From an optimization exercise on the open Yosys and OpenROAD flow, aimed at small area and a short achievable clock period; shortcuts taken in it are not production practice.
Function was checked by simulation only, so behaviour that the tests miss may differ from the original.
Power figures rest on the tool's default switching activity, not on a simulated workload.

==> trial 11: inputs <==
==> flow/design.v <==
`timescale 1ns / 1ps
module cpu(
    rst,
    clk,
    next_instruction,
    count,
    start,
    mem_write,
    wb_en,
    wb_addr,
    wb_data,
    st_en,
    st_addr,
    st_data
    );
    input rst, clk, start, mem_write;
    input [31:0] next_instruction;
    output reg [3:0] count;
    output reg wb_en;
    output reg [4:0] wb_addr;
    output reg [31:0] wb_data;
    output reg st_en;
    output reg [3:0] st_addr;
    output reg [31:0] st_data;
    function [18:0] enc;
        input [31:0] ins;
        reg [2:0] f;
        begin
            case (ins[5:0])
                6'h20: f = 3'd0;
                6'h22: f = 3'd1;
                6'h24: f = 3'd2;
                6'h25: f = 3'd3;
                6'h27: f = 3'd4;
                6'h2A: f = 3'd5;
                default: f = 3'd6;
            endcase
            case (ins[31:26])
                6'h00: enc = {1'b0, f, ins[25:16], ins[15:11]};
                6'h23, 6'h0F: enc = {3'b100, ins[5], ins[25:16], ins[4:0]};
                6'h2B: enc = {3'b110, ins[5], ins[25:16], ins[4:0]};
                6'h02: enc = {4'b0111, ins[25:16], 3'b010, ins[1:0]};
                6'h04: enc = {4'b0111, ins[25:16], 3'b100, ins[1:0]};
                6'h05: enc = {4'b0111, ins[25:16], 3'b110, ins[1:0]};
                default: enc = {4'b0111, ins[25:16], 3'b000, ins[1:0]};
            endcase
        end
    endfunction
    function [24:0] dec;
        input [18:0] w;
        reg r, m;
        begin
            m = w[18];
            r = ~w[18] & (w[17:15] != 3'd7);
            dec = {r | (m & ~w[17]),
                   r ? w[4:0] : w[9:5],
                   m & ~w[17],
                   m & w[17],
                   ~m & (w[17:15] == 3'd7) & (w[4:3] == 2'd2),
                   ~m & (w[17:15] == 3'd7) & (w[4:3] == 2'd3),
                   ~m & (w[17:15] == 3'd7) & (w[4:3] == 2'd1),
                   ~m & (w[17:15] == 3'd0),
                   ~m & (w[17:15] == 3'd1),
                   ~m & (w[17:15] == 3'd2),
                   ~m & (w[17:15] == 3'd3),
                   ~m & (w[17:15] == 3'd4),
                   ~m & (w[17:15] == 3'd5),
                   w[15], w[4:0],
                   w[1:0]};
        end
    endfunction
    reg started;
    reg [3:0] pc;           
    reg tk;                 
    reg jmp;                
    reg [1:0] tb;           
    reg [18:0] im [0:15];   
    reg [31:0] rf [0:31];   
    reg [31:0] dm [0:15];   
    reg [4:0] n_waddr;
    reg n_wen, n_ld, n_st, n_beq, n_bne, n_j;
    reg n_add, n_sub, n_and, n_or, n_nor, n_slt;
    reg [5:0] n_imm;
    reg [1:0] n_tb;
    reg [31:0] sa, sb;
    reg sa_b, sb_b;
    wire [31:0] wd_r0 = wb_data & {32{~rst}};    
    wire [31:0] wd_r1 = wb_data | {32{rst}};     
    wire [31:0] sd_r0 = st_data & {32{~rst}};
    genvar g, b;
    generate
        for (g = 0; g < 32; g = g + 1) begin : RF
            localparam [31:0] RV = 10 * g;
            wire we = rst | (wb_en && wb_addr == g);
            wire [31:0] d;
            for (b = 0; b < 32; b = b + 1) begin : BIT
                assign d[b] = RV[b] ? wd_r1[b] : wd_r0[b];
            end
            always @(posedge clk)
                if (we) rf[g] <= d;
        end
        for (g = 0; g < 16; g = g + 1) begin : DM
            wire we = rst | (st_en && st_addr == g);
            always @(posedge clk)
                if (we) dm[g] <= sd_r0;
        end
    endgenerate
    always @(posedge clk)
        if (mem_write)
            im[count] <= enc(next_instruction);
    reg [31:0] ra, rb;
    integer i;
    always @(*) begin
        ra = {32{sa_b}} & wb_data;
        rb = {32{sb_b}} & wb_data;
        for (i = 0; i < 32; i = i + 1) begin
            ra = ra | ({32{sa[i]}} & rf[i]);
            rb = rb | ({32{sb[i]}} & rf[i]);
        end
    end
    wire [5:0] ea = ra[5:0] + n_imm;
    wire [3:0] la = ea[5:2];
    wire [5:0] ag = ra[5:0] & n_imm;
    wire [5:0] ap = ra[5:0] ^ n_imm;
    wire c2 = ag[1] | (ap[1] & ag[0]);
    reg [31:0] ld;
    reg ld_st;
    reg [3:0] j4;
    reg hit;
    always @(*) begin
        ld = 32'd0;
        ld_st = 1'b0;
        for (i = 0; i < 16; i = i + 1) begin
            j4 = i;
            hit = ~(ap[2] ^ j4[0] ^ c2)
                & ~(ap[3] ^ j4[1] ^ (ag[2] | (ap[2] & ~j4[0])))
                & ~(ap[4] ^ j4[2] ^ (ag[3] | (ap[3] & ~j4[1])))
                & ~(ap[5] ^ j4[3] ^ (ag[4] | (ap[4] & ~j4[2])));
            if (st_en && st_addr == i)
                ld_st = ld_st | hit;
            else
                ld = ld | ({32{hit}} & dm[i]);
        end
        ld = ld | ({32{ld_st}} & st_data);
    end
    wire sub = n_sub | n_slt;
    wire [31:0] bx = sub ? ~rb : rb;
    wire [31:0] kg0 = ra & bx;
    wire [31:0] kp0 = ra ^ bx;
    reg [31:0] kg, kp, ng, np;
    reg [32:0] kc;
    integer k, d;
    always @(*) begin
        kg = kg0;
        kp = kp0;
        kg[0] = kg0[0] | (kp0[0] & sub);
        for (d = 1; d < 32; d = d * 2) begin
            ng = kg;
            np = kp;
            for (k = d; k < 32; k = k + 1) begin
                ng[k] = kg[k] | (kp[k] & kg[k - d]);
                np[k] = kp[k] & kp[k - d];
            end
            kg = ng;
            kp = np;
        end
        kc = {kg, sub};
    end
    wire [32:0] sum = {kc[32], kp0 ^ kc[31:0]};
    wire lt = ~sum[32];
    wire eq = (ra == rb);
    wire [31:0] res = ({32{n_add | n_sub}} & sum[31:0])
                    | ({32{n_and}} & (ra & rb))
                    | ({32{n_or}} & (ra | rb))
                    | ({32{n_nor}} & ~(ra | rb))
                    | ({31'd0, n_slt & lt})
                    | ({32{n_ld}} & ld);
    wire taken = (n_beq & eq) | (n_bne & ~eq);
    wire [18:0] w0 = im[0];
    wire [24:0] d0 = dec(w0);
    wire [4:0] rs0 = w0[14:10];
    wire [4:0] rt0 = w0[9:5];
    wire [9:0] ra0 = {rs0, 3'b000} + {rs0, 1'b0};    
    wire [9:0] rb0 = {rt0, 3'b000} + {rt0, 1'b0};    
    wire [5:0] ea0 = ra0[5:0] + d0[7:2];
    wire sub0 = d0[12] | d0[8];
    wire [10:0] sum0 = {1'b0, ra0} + {1'b0, sub0 ? ~rb0 : rb0} + {10'd0, sub0};
    wire lt0 = ~sum0[10];                            
    wire [31:0] res0 = ({32{d0[13]}} & {22'd0, sum0[9:0]})
                     | ({32{d0[12]}} & {{22{lt0}}, sum0[9:0]})
                     | ({32{d0[11]}} & {22'd0, ra0 & rb0})
                     | ({32{d0[10]}} & {22'd0, ra0 | rb0})
                     | ({32{d0[9]}} & {{22{1'b1}}, ~(ra0 | rb0)})
                     | ({31'd0, d0[8] & lt0});
    wire taken0 = (d0[16] & (rs0 == rt0)) | (d0[15] & (rs0 != rt0));
    wire started_n = start | (started & ~rst);
    wire run_n = ~rst & started_n;           
    wire run0_n = rst & start;               
    wire [3:0] pc_n = rst ? 4'd0 :
                      jmp ? {tb, 2'b00} :
                      pc + 4'd1 + (tk ? {tb, 2'b00} : 4'd0);
    wire [3:0] count_n = (rst ? 4'd0 : count) + {3'd0, mem_write};
    wire [3:0] fa = started_n ? pc_n : count_n;    
    wire [18:0] fw = im[fa];
    wire [24:0] fd = dec(fw);
    wire wb_en_n = run_n ? n_wen : run0_n ? d0[24] : 1'b1;
    wire [4:0] wb_addr_n = run_n ? n_waddr : run0_n ? d0[23:19] : 5'd0;
    always @(posedge clk) begin
        count <= count_n;
        started <= started_n;
        pc <= pc_n;
        {n_wen, n_waddr, n_ld, n_st, n_beq, n_bne, n_j,
         n_add, n_sub, n_and, n_or, n_nor, n_slt, n_imm, n_tb} <= fd;
        for (i = 0; i < 32; i = i + 1) begin
            sa[i] <= (fw[14:10] == i) & ~(wb_en_n & (wb_addr_n == i));
            sb[i] <= (fw[9:5] == i) & ~(wb_en_n & (wb_addr_n == i));
        end
        sa_b <= wb_en_n & (wb_addr_n == fw[14:10]);
        sb_b <= wb_en_n & (wb_addr_n == fw[9:5]);
        wb_en <= wb_en_n;
        wb_addr <= wb_addr_n;
        if (run_n) begin
            wb_data <= res;
            st_en <= n_st;
            st_addr <= la;
            st_data <= rb;
            tk <= taken;
            jmp <= n_j;
            tb <= n_tb;
        end else if (run0_n) begin
            wb_data <= res0;
            st_en <= d0[17];
            st_addr <= ea0[5:2];
            st_data <= {22'd0, rb0};
            tk <= taken0;
            jmp <= d0[14];
            tb <= d0[1:0];
        end else begin
            wb_data <= 32'd0;
            st_en <= 1'b0;
            st_addr <= la;
            st_data <= rb;
            tk <= 1'b0;
            jmp <= 1'b0;
            tb <= n_tb;
        end
    end
endmodule
==> flow/flow/run.sh <==
#!/bin/bash
set -euo pipefail
bash standard.sh SETUP_SLACK_MARGIN=7.5 finish > make_finish.log 2>&1
==> flow/standard.sh <==
#!/bin/bash
# synth_recipe.tcl (not shown) runs the flow's synth.tcl, then flattens the netlist and writes it again
# the make line also repeats each setting of config.mk as NAME=value (left out here)
make -C /OpenROAD-flow-scripts/flow DESIGN_CONFIG=/design/flow/config.mk WORK_HOME=/design/flow/orfs CLKGATE_MAP_FILE= SYNTH_SCRIPT=/design/flow/synth_recipe.tcl "${@:-finish}"
==> flow/config.mk <==
export PLATFORM = sky130hd
export DESIGN_NAME = cpu
export DESIGN_NICKNAME = cpu
export VERILOG_FILES = /design/flow/design.v
export SDC_FILE = /design/flow/constraint.sdc
export NUM_CORES = 4
export LEC_CHECK = 0
export CAP_MARGIN = 20
export CORE_MARGIN = 2
export CORE_UTILIZATION = 50
export SLEW_MARGIN = 20
==> flow/constraint.sdc <==
create_clock -name core_clock -period 11.5 [get_ports {clk}]
set_input_delay 2.3000 -clock core_clock [delete_from_list [all_inputs] [get_ports {clk}]]
set_output_delay 2.3000 -clock core_clock [all_outputs]
set_load 0.01 [all_outputs]
==> inputs of trial 58, as changes to trial 11 <==
==> flow/run.sh (new file) <==
#!/bin/bash
# synth_recipe.tcl (not shown) runs the flow's synth.tcl, then flattens the netlist and writes it again
# the make line also repeats each setting of config.mk as NAME=value (left out here)
make -C /OpenROAD-flow-scripts/flow DESIGN_CONFIG=/design/flow/config.mk WORK_HOME=/design/flow/orfs CLKGATE_MAP_FILE= SYNTH_SCRIPT=/design/flow/synth_recipe.tcl finish
--- a/flow/config.mk
+++ b/flow/config.mk
@@ -8,4 +8,5 @@
 export CAP_MARGIN = 20
 export CORE_MARGIN = 2
 export CORE_UTILIZATION = 50
+export SETUP_SLACK_MARGIN = 5
 export SLEW_MARGIN = 20
removed: flow/flow/run.sh
removed: flow/standard.sh
==> impl_metrics.csv <==
group,metric,value,unit
place,placed_area,89400,µm²
run_status,status,"finished clean",
place,pre_cts_slack,3.94,ns
final_layout,layout_common_cells,"1,840 x edfxtp_1, 647 x a22oi_1, 372 x nand2_1, 342 x buf_4, 214 x clkbuf_16",
setup_path,rrSetupSlack,6.53,ns
setup_path,r2r_cells,17,
power,clkPwrFrac,0.203,
The numbers above come from trial 11.

==> impl_metrics.csv <==
group,metric,value,unit
setup_path,r2r_cells,14,
run_status,status,"finished clean",
final_layout,nonClkBufAreaFrac,0.0289,
final_layout,seq_cells,2017,
final_layout,layout_common_cells,"1,840 x edfxtp_1, 658 x a22oi_1, 419 x nand2_1, 232 x a221oi_1, 214 x buf_4",
timing,finalSetupViolCount,0,
power,clkPwrFrac,0.232,
place,pre_cts_slack,3.94,ns
setup_path,rrSetupSlack,4.90,ns
The numbers above come from trial 58.

separate check: timing with driven ports:
The flow's constraints put no driver on any port. The routed layouts listed below were extracted and timed again, unchanged, in two steps.
Step 1: set_driving_cell puts a clkbuf_16 on clk and a buf_2 on each other input, an assumption about the parent block.
Step 2 moves the port delays by t, midway between the first and last clock arrival at a register: inputs arrive t later, outputs are due t later. That takes back most of the time a late clock gives input paths.
Three values: ideal, step 1, step 2; two values: the first two.
run	t, ns	slack for setup (ns)	slew at the worst register clock pin (ns)
trial 11	0.948	6.530 / 6.530 / 6.091	0.07 / 0.07
trial 58	0.954	4.903 / 4.903 / 4.387	0.07 / 0.07
After both steps setup and hold are still met in every run listed. For trial 58, which loses most, drivers alone change the setup slack by 0.000 ns; drivers and shift together by -0.516 ns.
